Source: an optimization exercise on an open RTL-to-GDS flow (aim: small area, a short achievable clock period and few clock cycles). Production flows keep margins and buffers that such runs may drop.
In this exercise RTL edits were held to simulation tests only and were not proved equivalent to the original.
No activity file was given, so power comes from the tool's default toggle rates.

$ cat flow/run.sh
#!/bin/bash
# synth_recipe.tcl (not shown) runs the flow's synth.tcl, then flattens the netlist and writes it again
# the make line also repeats each setting of config.mk as NAME=value (left out here)
make -C /OpenROAD-flow-scripts/flow DESIGN_CONFIG=/design/flow/config.mk WORK_HOME=/design/flow/orfs CLKGATE_MAP_FILE= SYNTH_SCRIPT=/design/flow/synth_recipe.tcl finish
$ cat flow/config.mk
export PLATFORM = sky130hd
export DESIGN_NAME = core
export DESIGN_NICKNAME = core
export VERILOG_FILES = /design/flow/design.v
export SDC_FILE = /design/flow/constraint.sdc
export NUM_CORES = 4
export LEC_CHECK = 0
export CAP_MARGIN = 20
export CELL_PAD_IN_SITES_DETAIL_PLACEMENT = 1
export CELL_PAD_IN_SITES_GLOBAL_PLACEMENT = 2
export CORE_MARGIN = 2
export CORE_UTILIZATION = 35
export PLACE_DENSITY = 0.55
export SETUP_SLACK_MARGIN = 1.0
export SLEW_MARGIN = 20
$ cat flow/constraint.sdc
create_clock -name core_clock -period 11.0 [get_ports {clk_i}]
set_input_delay 2.2000 -clock core_clock [delete_from_list [all_inputs] [get_ports {clk_i}]]
set_output_delay 2.2000 -clock core_clock [all_outputs]
set_load 0.01 [all_outputs]
$ cat flow/design.v
module core (
    input   logic         clk_i,
    input   logic         rstn_i,
    output  logic [31:0]  imem_addr_o,
    input   logic [31:0]  imem_rdata_i,
    output  logic [31:0]  dmem_addr_o,
    output  logic [3:0]   dmem_we_o,
    output  logic [31:0]  dmem_wdata_o,
    input   logic [31:0]  dmem_rdata_i,
    output  logic [31:0]  reg_o
  );
  localparam logic [6:0] OP_LUI    = 7'b0110111;
  localparam logic [6:0] OP_AUIPC  = 7'b0010111;
  localparam logic [6:0] OP_JAL    = 7'b1101111;
  localparam logic [6:0] OP_JALR   = 7'b1100111;
  localparam logic [6:0] OP_BRANCH = 7'b1100011;
  localparam logic [6:0] OP_LOAD   = 7'b0000011;
  localparam logic [6:0] OP_STORE  = 7'b0100011;
  localparam logic [6:0] OP_ALUI   = 7'b0010011;
  localparam logic [6:0] OP_ALU    = 7'b0110011;
  logic [31:2] pc_d;         
  logic        d_valid;      
  logic [31:0] ex_a, ex_b, ex_c;
  logic        ex_cin;
  logic        ex_we, ex_load, ex_store, ex_branch, ex_jump, ex_jalr;
  logic [4:0]  ex_rd;
  logic [2:0]  ex_f3;
  logic        ex_sel_add, ex_sel_slt, ex_sel_sltu, ex_sel_xor, ex_sel_or, ex_sel_and;
  logic        ex_sel_sr, ex_sel_sl, ex_sel_link, ex_sra;
  logic        wb_we, wb_load;
  logic [4:0]  wb_rd;
  logic [2:0]  wb_f3;
  logic [31:0] wb_res;
  logic [31:0] rf_q [31:1];
  logic [31:1] rf_v;
  logic [32:0] sum;
  logic        eq, ltu, lt, cond, redirect;
  logic [31:0] shr, shl, alu_res, ex_res;
  logic [31:2] target;
  assign sum = {1'b0, ex_a} + {1'b0, ex_b} + {32'd0, ex_cin};
  assign eq  = &(ex_a ^ ex_b);                          
  assign ltu = ~sum[32];
  assign lt  = (ex_a[31] == ex_b[31]) ? ex_a[31] : ltu;
  assign cond     = (ex_f3[2] ? (ex_f3[1] ? ltu : lt) : eq) ^ ex_f3[0];
  assign redirect = ex_jump | (ex_branch & cond);
  assign target   = ex_jalr ? sum[31:2] : ex_c[31:2];
  assign shr = 32'($signed({ex_sra & ex_a[31], ex_a}) >>> ex_b[4:0]);
  always_comb
    for (int i = 0; i < 32; i++) shl[i] = shr[31-i];
  assign alu_res = ({32{ex_sel_add}}  & sum[31:0])
                 | ({32{ex_sel_slt}}  & {31'd0, lt})
                 | ({32{ex_sel_sltu}} & {31'd0, ltu})
                 | ({32{ex_sel_xor}}  & (ex_a ^ ex_b))
                 | ({32{ex_sel_or}}   & (ex_a | ex_b))
                 | ({32{ex_sel_and}}  & (ex_a & ex_b))
                 | ({32{ex_sel_sr}}   & shr)
                 | ({32{ex_sel_sl}}   & shl);
  assign ex_res  = ex_sel_link ? ex_c : alu_res;
  assign dmem_addr_o = sum[31:0];
  always_comb begin
    dmem_we_o = 4'b0000;
    if (ex_store && !ex_f3[2]) begin
      case (ex_f3[1:0])
        2'b00:   dmem_we_o = 4'b0001 << sum[1:0];
        2'b01:   dmem_we_o = sum[1] ? 4'b1100 : 4'b0011;
        2'b10:   dmem_we_o = 4'b1111;
        default: dmem_we_o = 4'b0000;
      endcase
    end
  end
  always_comb begin
    case (ex_f3[1:0])
      2'b00:   dmem_wdata_o = {4{ex_c[7:0]}};
      2'b01:   dmem_wdata_o = {2{ex_c[15:0]}};
      default: dmem_wdata_o = ex_c;
    endcase
  end
  always_ff @(posedge clk_i or negedge rstn_i) begin
    if (!rstn_i)
      reg_o <= 32'd0;
    else if (ex_store && sum[31:0] == 32'h00010000)
      reg_o <= ex_c;
  end
  logic [31:0] ld_word, wb_data;
  logic [15:0] ld_half;
  logic [7:0]  ld_byte;
  assign ld_half = wb_res[1] ? dmem_rdata_i[31:16] : dmem_rdata_i[15:0];
  assign ld_byte = wb_res[0] ? ld_half[15:8] : ld_half[7:0];
  always_comb begin
    case (wb_f3)
      3'b000:  ld_word = {{24{ld_byte[7]}}, ld_byte};
      3'b001:  ld_word = {{16{ld_half[15]}}, ld_half};
      3'b100:  ld_word = {24'd0, ld_byte};
      3'b101:  ld_word = {16'd0, ld_half};
      default: ld_word = dmem_rdata_i;
    endcase
  end
  assign wb_data = wb_load ? ld_word : wb_res;
  always_ff @(posedge clk_i)
    if (wb_we) rf_q[wb_rd] <= wb_data;
  always_ff @(posedge clk_i or negedge rstn_i) begin
    if (!rstn_i)
      rf_v <= '0;
    else if (wb_we)
      rf_v[wb_rd] <= 1'b1;
  end
  logic [31:0] inst;
  logic [6:0]  op;
  logic [2:0]  f3;
  logic [4:0]  rs1, rs2, rd;
  logic        is_lui, is_auipc, is_jal, is_jalr, is_branch, is_load, is_store, is_alui, is_alu;
  logic        uses_rs1, uses_rs2, writes_rd, stall, go;
  assign inst = imem_rdata_i;
  assign op   = inst[6:0];
  assign f3   = inst[14:12];
  assign rs1  = inst[19:15];
  assign rs2  = inst[24:20];
  assign rd   = inst[11:7];
  assign is_lui    = (op == OP_LUI);
  assign is_auipc  = (op == OP_AUIPC);
  assign is_jal    = (op == OP_JAL);
  assign is_jalr   = (op == OP_JALR);
  assign is_branch = (op == OP_BRANCH);
  assign is_load   = (op == OP_LOAD);
  assign is_store  = (op == OP_STORE);
  assign is_alui   = (op == OP_ALUI);
  assign is_alu    = (op == OP_ALU);
  assign uses_rs1  = is_jalr | is_branch | is_load | is_store | is_alui | is_alu;
  assign uses_rs2  = is_branch | is_store | is_alu;
  assign writes_rd = (is_lui | is_auipc | is_jal | is_jalr | is_load | is_alui | is_alu) &&
                     (rd != 5'd0);
  assign stall = ex_load && ex_we &&
                 ((uses_rs1 && rs1 == ex_rd) || (uses_rs2 && rs2 == ex_rd));
  assign go    = d_valid && !stall && !redirect;
  logic [31:0] r1, r2;
  always_comb begin
    if (ex_we && rs1 == ex_rd)
      r1 = ex_res;
    else if (wb_we && rs1 == wb_rd)
      r1 = wb_data;
    else if (rs1 != 5'd0 && rf_v[rs1])
      r1 = rf_q[rs1];
    else
      r1 = 32'd0;
  end
  always_comb begin
    if (ex_we && rs2 == ex_rd)
      r2 = ex_res;
    else if (wb_we && rs2 == wb_rd)
      r2 = wb_data;
    else if (rs2 != 5'd0 && rf_v[rs2])
      r2 = rf_q[rs2];
    else
      r2 = 32'd0;
  end
  logic [31:0] imm_i, imm_s, imm_b, imm_u, imm_j, imm;
  assign imm_i = {{20{inst[31]}}, inst[31:20]};
  assign imm_s = {{20{inst[31]}}, inst[31:25], inst[11:7]};
  assign imm_b = {{19{inst[31]}}, inst[31], inst[7], inst[30:25], inst[11:8], 1'b0};
  assign imm_u = {inst[31:12], 12'd0};
  assign imm_j = {{11{inst[31]}}, inst[31], inst[19:12], inst[20], inst[30:21], 1'b0};
  always_comb begin
    if (is_store)                imm = imm_s;
    else if (is_lui || is_auipc) imm = imm_u;
    else                         imm = imm_i;
  end
  logic sub, slt, sltu, xor_, or_, and_, sr, sl, sra, add;
  logic f7b5;
  assign f7b5 = inst[30];
  always_comb begin
    sub = 1'b0; slt = 1'b0; sltu = 1'b0; xor_ = 1'b0; or_ = 1'b0; and_ = 1'b0;
    sr = 1'b0; sl = 1'b0; sra = 1'b0;
    if (is_alu || is_alui) begin
      case (f3)
        3'b000: sub  = is_alu && f7b5;
        3'b001: sl   = 1'b1;
        3'b010: slt  = 1'b1;
        3'b011: sltu = 1'b1;
        3'b100: xor_ = 1'b1;
        3'b101: begin sr = 1'b1; sra = f7b5; end
        3'b110: or_  = 1'b1;
        3'b111: and_ = 1'b1;
      endcase
    end
  end
  assign add = !(slt || sltu || xor_ || or_ || and_ || sr || sl || is_jalr);
  logic        inv;
  logic [31:2] pc_inc, pc_tgt;
  logic [31:0] a_n, b_n, c_n, r1_rev;
  assign inv    = sub || slt || sltu || is_branch;
  assign pc_inc = pc_d + 30'd1;
  assign pc_tgt = pc_d + (is_jal ? imm_j[31:2] : imm_b[31:2]);
  always_comb
    for (int i = 0; i < 32; i++) r1_rev[i] = r1[31-i];
  always_comb begin
    if (is_lui)                 a_n = 32'd0;
    else if (is_auipc || is_jal) a_n = {pc_d, 2'b00};
    else if (sl)                a_n = r1_rev;
    else                        a_n = r1;
    if (is_jal)                 b_n = 32'd4;
    else if (is_alu || is_branch) b_n = r2 ^ {32{inv}};
    else                        b_n = imm ^ {32{inv}};
    if (is_store)               c_n = r2;
    else if (is_jalr)           c_n = {pc_inc, 2'b00};
    else                        c_n = {pc_tgt, 2'b00};
  end
  logic [31:2] fa;
  always_comb begin
    if (!d_valid)      fa = pc_d;
    else if (redirect) fa = target;
    else               fa = pc_inc;
  end
  assign imem_addr_o = {fa, 2'b00};
  always_ff @(posedge clk_i or negedge rstn_i) begin
    if (!rstn_i) begin
      pc_d      <= '0;
      d_valid   <= 1'b0;
      ex_we     <= 1'b0;
      ex_load   <= 1'b0;
      ex_store  <= 1'b0;
      ex_branch <= 1'b0;
      ex_jump   <= 1'b0;
      wb_we     <= 1'b0;
    end else begin
      if (!stall) pc_d <= fa;
      d_valid   <= !stall;
      ex_we     <= go && writes_rd;
      ex_load   <= go && is_load;
      ex_store  <= go && is_store;
      ex_branch <= go && is_branch;
      ex_jump   <= go && (is_jal || is_jalr);
      wb_we     <= ex_we;
    end
  end
  always_ff @(posedge clk_i) begin
    ex_a        <= a_n;
    ex_b        <= b_n;
    ex_c        <= c_n;
    ex_cin      <= inv;
    ex_rd       <= rd;
    ex_f3       <= f3;
    ex_jalr     <= is_jalr;
    ex_sel_add  <= add;
    ex_sel_slt  <= slt;
    ex_sel_sltu <= sltu;
    ex_sel_xor  <= xor_;
    ex_sel_or   <= or_;
    ex_sel_and  <= and_;
    ex_sel_sr   <= sr;
    ex_sel_sl   <= sl;
    ex_sel_link <= is_jalr;
    ex_sra      <= sra;
    wb_rd       <= ex_rd;
    wb_f3       <= ex_f3;
    wb_load     <= ex_load;
    wb_res      <= ex_res;
  end
endmodule
==> impl_metrics.yaml, run 1 <==
synth:
  syn_inst: 5107
  ys.warnings.count: 1
  ys.flop_type: "edfxtp_1"
  ys_seq_area_share_pct: 51.63
  synth_cell_types: 91
  synth_area_um2: 68590
  ys_ff_latch: 1248
  synth.avg_cell_area_um2: 13.43
  async_flop_share_pct: 8.013
  synth-edff-count: 992
setup_path:
  crit_arrival_ns: 6.12
  path_max_fanout: 33
  end_kind: "output port"
  cp_data_required_time_ns: 8.80
  worstSetupPathType: "reg -> out"
  cp-start-kind: "flop"
  r2r_cells: 14
power_and_ir_drop:
  power_leakage_nw: 27.42
  peakVddDrop_mv: 0.1225
  finalPower_w: 0.01434
  power_density_nw_per_um2: 181.3
routing:
  num_vias: 49200
  wl_per_cell_um: 39.29
  drt_iter0_markers: 4536
  wl_um: 313700
  vias_per_cell: 6.162
  drtAntennaViolNets: 0
  drc: 0
  drtPass1Iterations: 5
layout:
  drive_above_1_share_pct: 21.89
  layout.nets: 5414
  layout.cells.most_common_list: "992 x edfxtp_1, 553 x mux4_2, 335 x a21oi_1"
  final_common_cell: "edfxtp_1"
  layoutNonFillerInstCount: 7985
  area_growth_pct: 15.30
  fin_area_um2: 79080
  fillers: 19790
clock_tree:
  cts_tree: "built"
  cts_hold_buf: 0
  path_clk_slew_ns: 0.06
  cts_resized: 0
  cts_sinks: 1248
  cts_made_buffers: 151
  insertion_delay_ns: 0.82
  clk_path_buf_depth: 3
  cts_root_buffer: "clkbuf_16"
  cts_setup_buffers: 0
  htreeDepth: 4
global_route:
  grt_max_degree: 99
  antenna_found_initial: 18
  grt_pass1_vias: 50410
  grt_pass1_wl_um: 431500
  track_usage_pct: 31.40
  grt_overflow: 0
timing:
  skew_ns: 0.03313
  drv_slew: 0
  worstMarginPinSlew_ns: 1.294
  relSlewSlack_pct: 13.08
  timing.setup.tns_ns: 0
  finalWorstSetupSlack_ns: 2.675
  fmax_ghz: 0.1201
  setup_violations: 0
  hold_viol: 0
  min_period_ns: 8.325
  period_share_pct: 75.68
  rsz0062_at_grt: "no"
place:
  place_ws_ns: 3.325
  io_buffers: 195
  placed_cell_area_um2: 74010
  dp_cells: 7706
  place_congestion: 0.9324
  dp_hpwl_um: 208000
floorplanning:
  start_util_pct: 35.21
  row_count: 162
  die_h_um: 446.7
  ios: 198
  fp.dieW_um: 446.7
  dieArea_um2: 199500
  fp.coreArea_um2: 194800
outcome:
  status: "timing/DRC/antenna clean"
worst_hold_path:
  hold_path_class: "reg -> reg"
  hold_path_depth: 0
run:
  cap_violations: 0
==> flip-flops by register name, indices dropped and copies added (netlist names), 3 cells and up <==
| signal | cells |
|---|---|
| wb_res | 32 |
| ex_f3 | 3 |
| ex_rd | 5 |
| ex_a | 32 |
| rf_v | 31 |
| ex_c | 32 |
| pc_d | 30 |
| wb_rd | 5 |
| wb_f3 | 3 |
| reg_o | 32 |
| ex_b | 32 |
| rf_q | 992 |
==> area by class of cell <==
cell class | instances | area [µm²] | share of cell area (%)
antenna | 8 | 20.02 | 0.02531
clock buffer | 194 | 4106 | 5.192
clock inverter | 75 | 908.4 | 1.149
inverter | 158 | 593.1 | 0.7499
multi-input combinational | 3300 | 31270 | 39.54
sequential | 1248 | 35420 | 44.78
tap | 2624 | 3283 | 4.151
timing repair buffer | 378 | 3485 | 4.406
==> per-layer routing <==
| metal | global-route usage (%) | share of wire [%] | up-vias |
|---|---|---|---|
| li1 | - | - | 20530 |
| met1 | 40.17 | 41 | 26430 |
| met2 | 52.41 | 49 | 1745 |
| met3 | 3.818 | 4.8 | 502 |
| met4 | 16.06 | 5.8 | 4 |
| met5 | 0 | 0.0080 | - |
==> power by group <==
| part | internal (W) | switching (W) | total (W) |
|---|---|---|---|
| Clock | 0.00300 | 0.00214 | 0.00515 |
| Sequential | 0.00548 | 0.000471 | 0.00595 |
| Combinational | 0.00119 | 0.00205 | 0.00325 |
| Total | 0.00967 | 0.00467 | 0.0143 |
==> Yosys cell counts, types with 12 or more instances <==
| library cell | number | area [µm²] |
|---|---|---|
| o21a_1 | 25 | 187.7 |
| a22oi_1 | 60 | 450.4 |
| o221ai_1 | 17 | 148.9 |
| nor4_1 | 12 | 75.07 |
| a221o_1 | 26 | 260.3 |
| xor2_1 | 48 | 420.4 |
| nand2_1 | 328 | 1231 |
| a211oi_1 | 62 | 465.5 |
| nand4_1 | 23 | 143.9 |
| ha_1 | 108 | 1351 |
| xnor2_1 | 58 | 508.0 |
| a31o_2 | 17 | 148.9 |
| clkbuf_1 | 279 | 1047 |
| mux2i_1 | 274 | 2743 |
| inv_1 | 154 | 578.1 |
| nand2b_1 | 46 | 287.8 |
| a22o_1 | 15 | 131.4 |
| mux2_2 | 62 | 698.2 |
| a2bb2oi_1 | 15 | 131.4 |
| mux2_4 | 30 | 450.4 |
| buf_4 | 21 | 157.7 |
| nand3_1 | 63 | 315.3 |
| dfxtp_1 | 156 | 3123 |
| or2_2 | 13 | 81.33 |
| a221oi_1 | 33 | 289.0 |
| a2111oi_0 | 21 | 183.9 |
| and2_1 | 26 | 162.7 |
| and3_1 | 29 | 181.4 |
| nor2_1 | 296 | 1111 |
| mux4_2 | 553 | 12450 |
| o31ai_1 | 22 | 165.2 |
| or3_1 | 19 | 118.9 |
| dfrtp_1 | 100 | 2502 |
| nor3_1 | 75 | 375.4 |
| a31oi_1 | 26 | 162.7 |
| a21oi_1 | 337 | 1687 |
| o211ai_1 | 61 | 457.9 |
| buf_2 | 64 | 320.3 |
| buf_1 | 34 | 127.6 |
| o22ai_1 | 27 | 168.9 |
| nor2b_1 | 14 | 87.58 |
| a21o_1 | 71 | 533.0 |
| edfxtp_1 | 992 | 29790 |
| o21ai_0 | 241 | 1206 |
==> stage by stage <==
step,hold WS (ns),util [%]
after detailed placement,0.3690,37.99
after floorplan,0.3290,-
final,0.3871,40.60
after global placement,0.3825,37.95
after CTS,0.3827,40.57
after global routing,0.3899,40.59
==> worst paths after layout <==
check	from	endpoint	slack, ns
setup / recovery	ex_b[4]	imem_addr_o[29]	2.68
hold / removal	ex_load	wb_load	0.39
setup reg to reg	ex_b[4]	reg_o[29]	5.09
hold reg to reg	ex_load	wb_load	0.39
max in group asynchronous	rstn_i	pc_d[16]	8.16
min in group asynchronous	rstn_i	rf_v[11]	1.54
==> logic make-up (layout without fill, tap and decap cells) <==
family / after synthesis / after routing / share of synthesized area [%]
DFF: 1248 / 1248 / 51.63
adders and majority gates: 111 / 111 / 2.058
muxes: 919 / 919 / 23.83
xor gates and xnor gates: 106 / 106 / 1.354
other: 1 / 10 / 0.005467
and+or+nand+nor: 990 / 990 / 6.653
AOI/OAI and AO/OA: 1172 / 1172 / 11.14
buffers and inverters: 560 / 805 / 3.331
==> critical path: stages (launching register included) <==
cell             delay (ns)
dfxtp_1                0.30
buf_4                  0.35
inv_1                  0.47
ha_1                   0.61
o21ai_0                0.15
a211oi_1               0.35
nand2_1                0.22
a211oi_2               0.59
nor4_1                 0.11
nor3_1                 0.94
a211oi_1               0.18
a31o_2                 0.27
a21oi_1                0.17
clkdlybuf4s50_1        0.57
Testbench counts, summed over its fixed seeds: cycles 335,727.
==> run 2: changes to the inputs <==
--- a/flow/design.v
+++ b/flow/design.v
@@ -133,4 +133,13 @@
                  ((uses_rs1 && rs1 == ex_rd) || (uses_rs2 && rs2 == ex_rd));
   assign go    = d_valid && !stall && !redirect;
+  logic [31:0] rf1, rf2;
+  always_comb begin
+    rf1 = 32'd0;
+    rf2 = 32'd0;
+    for (int i = 1; i < 32; i++) begin
+      rf1 = rf1 | ({32{rf_v[i] && rs1 == 5'(i)}} & rf_q[i]);
+      rf2 = rf2 | ({32{rf_v[i] && rs2 == 5'(i)}} & rf_q[i]);
+    end
+  end
   logic [31:0] r1, r2;
   always_comb begin
@@ -139,8 +148,6 @@
     else if (wb_we && rs1 == wb_rd)
       r1 = wb_data;
-    else if (rs1 != 5'd0 && rf_v[rs1])
-      r1 = rf_q[rs1];
     else
-      r1 = 32'd0;
+      r1 = rf1;
   end
   always_comb begin
@@ -149,8 +156,6 @@
     else if (wb_we && rs2 == wb_rd)
       r2 = wb_data;
-    else if (rs2 != 5'd0 && rf_v[rs2])
-      r2 = rf_q[rs2];
     else
-      r2 = 32'd0;
+      r2 = rf2;
   end
   logic [31:0] imm_i, imm_s, imm_b, imm_u, imm_j, imm;
--- a/flow/config.mk
+++ b/flow/config.mk
@@ -12,4 +12,4 @@
 export CORE_UTILIZATION = 35
 export PLACE_DENSITY = 0.55
-export SETUP_SLACK_MARGIN = 1.0
+export SETUP_SLACK_MARGIN = 5.0
 export SLEW_MARGIN = 20
==> impl_metrics.yaml, run 2 <==
clock_tree:
  clk_path_buf_depth: 3
  htreeDepth: 4
  cts_sinks: 1248
  cts_tree: "built"
  cts_made_buffers: 150
  path_clk_slew_ns: 0.06
  insertion_delay_ns: 0.85
  cts_root_buffer: "clkbuf_16"
synth:
  synth_cell_types: 103
  ys.flop_type: "edfxtp_1"
  ys_ff_latch: 1248
  ys_seq_area_share_pct: 54.18
  ys.warnings.count: 1
  async_flop_share_pct: 8.013
  synth-edff-count: 992
  syn_inst: 5791
  ys_top_cells_by_count: "992 x edfxtp_1, 725 x a22oi_1, 360 x clkbuf_1"
  yosysMostFrequentCell: "edfxtp_1"
  synth_area_leader_cell: "edfxtp_1"
  synth.avg_cell_area_um2: 11.29
  synth_top_cell_area_share_pct: 45.57
  synth_area_um2: 65360
  synthTopCellsByArea: "edfxtp_1 46%, a22oi_1 8.3%, dfxtp_1 4.8%, dfrtp_1 3.8%, nand3_1 2.5%"
routing:
  num_vias: 63270
  drtPass1Iterations: 9
  wl_um: 446100
  drc: 0
  vias_per_cell: 7.219
  wl_per_cell_um: 50.90
  drt_iter0_markers: 10660
  drtAntennaViolNets: 0
global_route:
  grt_max_degree: 61
  grt_overflow: 0
  grt_pass1_vias: 60860
  grt_pass1_wl_um: 582800
  track_usage_pct: 45.57
  antenna_found_initial: 46
setup_path:
  crit_arrival_ns: 4.42
  startpoint: "ex_a[9]"
  path_max_fanout: 7
  cp-start-kind: "flop"
  end_kind: "output port"
  worst_r2r_startpoint: "ex_b[0]"
  critPathSlowestCell: "or4b_4"
  worst_path_largest_cell_delay_ns: 0.52
  path_cells: "inv_4 > ha_4 > and4_4 > and4_4 > or4_4 > o21ai_4 > o21ai_4 > or4b_4 > nand3_4 > buf_12 > buf_16 > mux2_4 > a22oi_2 > buf_2"
  cp_data_required_time_ns: 8.80
  worstSetupPathType: "reg -> out"
layout:
  drive_above_1_share_pct: 21.11
  final_common_cell: "edfxtp_1"
  layout.nets: 6304
  area_growth_pct: 22.29
  post-route-util_pct: 43.11
  largest_reg_flops: 992
  regMostFlops: "rf_q"
  layout.cells.most_common_list: "992 x edfxtp_1, 718 x a22oi_1, 407 x buf_4"
worst_hold_path:
  hold_start: "ex_rd[0]"
  hold_path_class: "reg -> reg"
timing:
  worstMarginPinSlew_ns: 1.366
  setup_violations: 0
  rsz0062_at_grt: "yes"
  min_period_ns: 6.617
  timing.setup.tns_ns: 0
  period_share_pct: 60.15
  relSlewSlack_pct: 8.551
  hold_viol: 0
  skew_ns: 0.03198
  fmax_ghz: 0.1511
  drv_slew: 0
power_and_ir_drop:
  peakVddDrop_mv: 0.1193
  power_leakage_nw: 29.18
  power_density_nw_per_um2: 175.4
floorplanning:
  fp.coreArea_um2: 185400
  dieArea_um2: 190200
  fp.dieW_um: 436.1
  ios: 198
  row_count: 158
  start_util_pct: 35.25
  die_h_um: 436.1
outcome:
  status: "timing/DRC/antenna clean"
place:
  place_congestion: 1.010
  io_buffers: 195
  dp_hpwl_um: 293100
run:
  cap_violations: 0
==> run 2: cell types whose count changed after synthesis, sizes merged, moves of 165 or more <==
cell and change:
a21oi -165, a22oi +665, and3 +184, mux2i -167
mux4 -502, nand3 +270
==> run 2: cell type report <==
type	instances	area, µm²
Inverter	141	551.8
Fill cell	19620	105500
Tap cell	2480	3103
Clock buffer	183	4041
Timing Repair Buffer	654	6002
Clock inverter	93	1089
Multi-Input combinational cell	3932	29510
Antenna cell	31	77.57
Sequential cell	1248	35550
Timing Repair inverter	2	10.01
==> run 2: critical path, delay by kind of cell, from the launching register on <==
family	cells	cell delay [ns]
flops	1	0.47
simple gates	5	1.49
fa+ha+maj	1	0.26
compound gates	3	0.47
buf+inv	4	0.53
mux	1	0.32
==> run 2: timing repair <==
item	in CTS	in global routing
resized for setup	466	135
pin swaps	36	33
setup endpoints to repair	107	84
gates cloned	13	1
hold buffers	0	0
buffers inserted	85	40
==> run 2: logic make-up (layout without fill, tap and decap cells) <==
logic type,after synthesis,count (layout),synth area share (%)
AO/OA/AOI/OAI,1751,1751,19.61
buffers and inverters,612,1073,3.769
AND/OR/NAND/NOR,1719,1719,13.76
other,1,33,0.005737
flip-flops,1248,1248,54.18
adder cells (fa/ha/maj),109,109,2.121
multiplexers,262,262,5.360
XOR/XNOR,89,89,1.193
==> run 2: metrics by stage <==
step / instances / cell area (µm²) / hold WS, ns / worst slack [ns] / total power [W]
after floorplan: 5792 / 65370 / 0.3290 / 5.053 / 0.006974
after global routing: 8741 / 79880 / 0.4062 / 4.364 / 0.01431
after CTS: 8691 / 78920 / 0.4014 / 4.301 / 0.01387
after detailed placement: 8317 / 71630 / 0.3928 / 3.204 / 0.008510
after global placement: 8309 / 71460 / 0.3898 / 3.236 / 0.008489
final: 8764 / 79930 / 0.4032 / 4.383 / 0.01402
==> run 2: power by group <==
| part | switching, W | leakage [nW] | internal (W) | total [W] |
|---|---|---|---|---|
| sequential | 0.000448 | 11.6 | 0.00537 | 0.00582 |
| combinational | 0.00183 | 15.1 | 0.00112 | 0.00295 |
| clock | 0.00227 | 2.48 | 0.00298 | 0.00525 |
| total | 0.00455 | 29.2 | 0.00948 | 0.0140 |
==> run 2: worst paths after layout <==
path,slack [ns],end,cells past startpoint
worst max-delay path,4.38,imem_addr_o[13],14
worst min-delay path,0.40,wb_rd[0],0
worst max register to register,5.82,ex_b[7],12
worst min register to register,0.40,wb_rd[0],0
max in group asynchronous,8.20,pc_d[2],2
min in group asynchronous,1.40,reg_o[2],1
==> run 2: layer usage <==
| layer | global-route usage (%) | up-vias | share of wire, % |
|---|---|---|---|
| met4 | 36.04 | 44 | 9.6 |
| met3 | 13.49 | 1630 | 11 |
| li1 | - | 23700 | - |
| met1 | 54.07 | 32430 | 35 |
| met2 | 68.80 | 5467 | 43 |
| met5 | 0.9325 | - | 0.12 |
Testbench counts of run 2, summed over its fixed seeds: cycles 335,727.

-- port drivers added, routing unchanged --
How much do the figures lean on ideal ports? The routed layouts below were timed once more, with nothing changed but the port constraints.
Step 1, drivers: a clkbuf_16 drives clk_i and a buf_2 each remaining input, both assumed.
Step 2 adds t to the input delays and takes it off the output delays; t is the mean of the earliest and latest rising clock arrival at the registers after step 1. Input paths then give back, and output paths get back, about the clock's delay inside the block.
Slacks: ideal / step 1 / step 2; pairs: ideal / step 1.
run	shift t [ns]	setup WS [ns]	clock arrival spread, ns	worst slew at a driven data input, ns	cell pins on the clock port's net
run 1	0.893	2.675 / 2.587 / 3.330	0.037 / 0.037	0.18	1
run 2	0.923	4.383 / 4.295 / 3.883	0.034 / 0.034	0.08	1
After both steps every run listed still meets setup and hold. For run 2, which loses most, drivers alone change the setup slack by -0.088 ns; drivers and shift together by -0.500 ns.
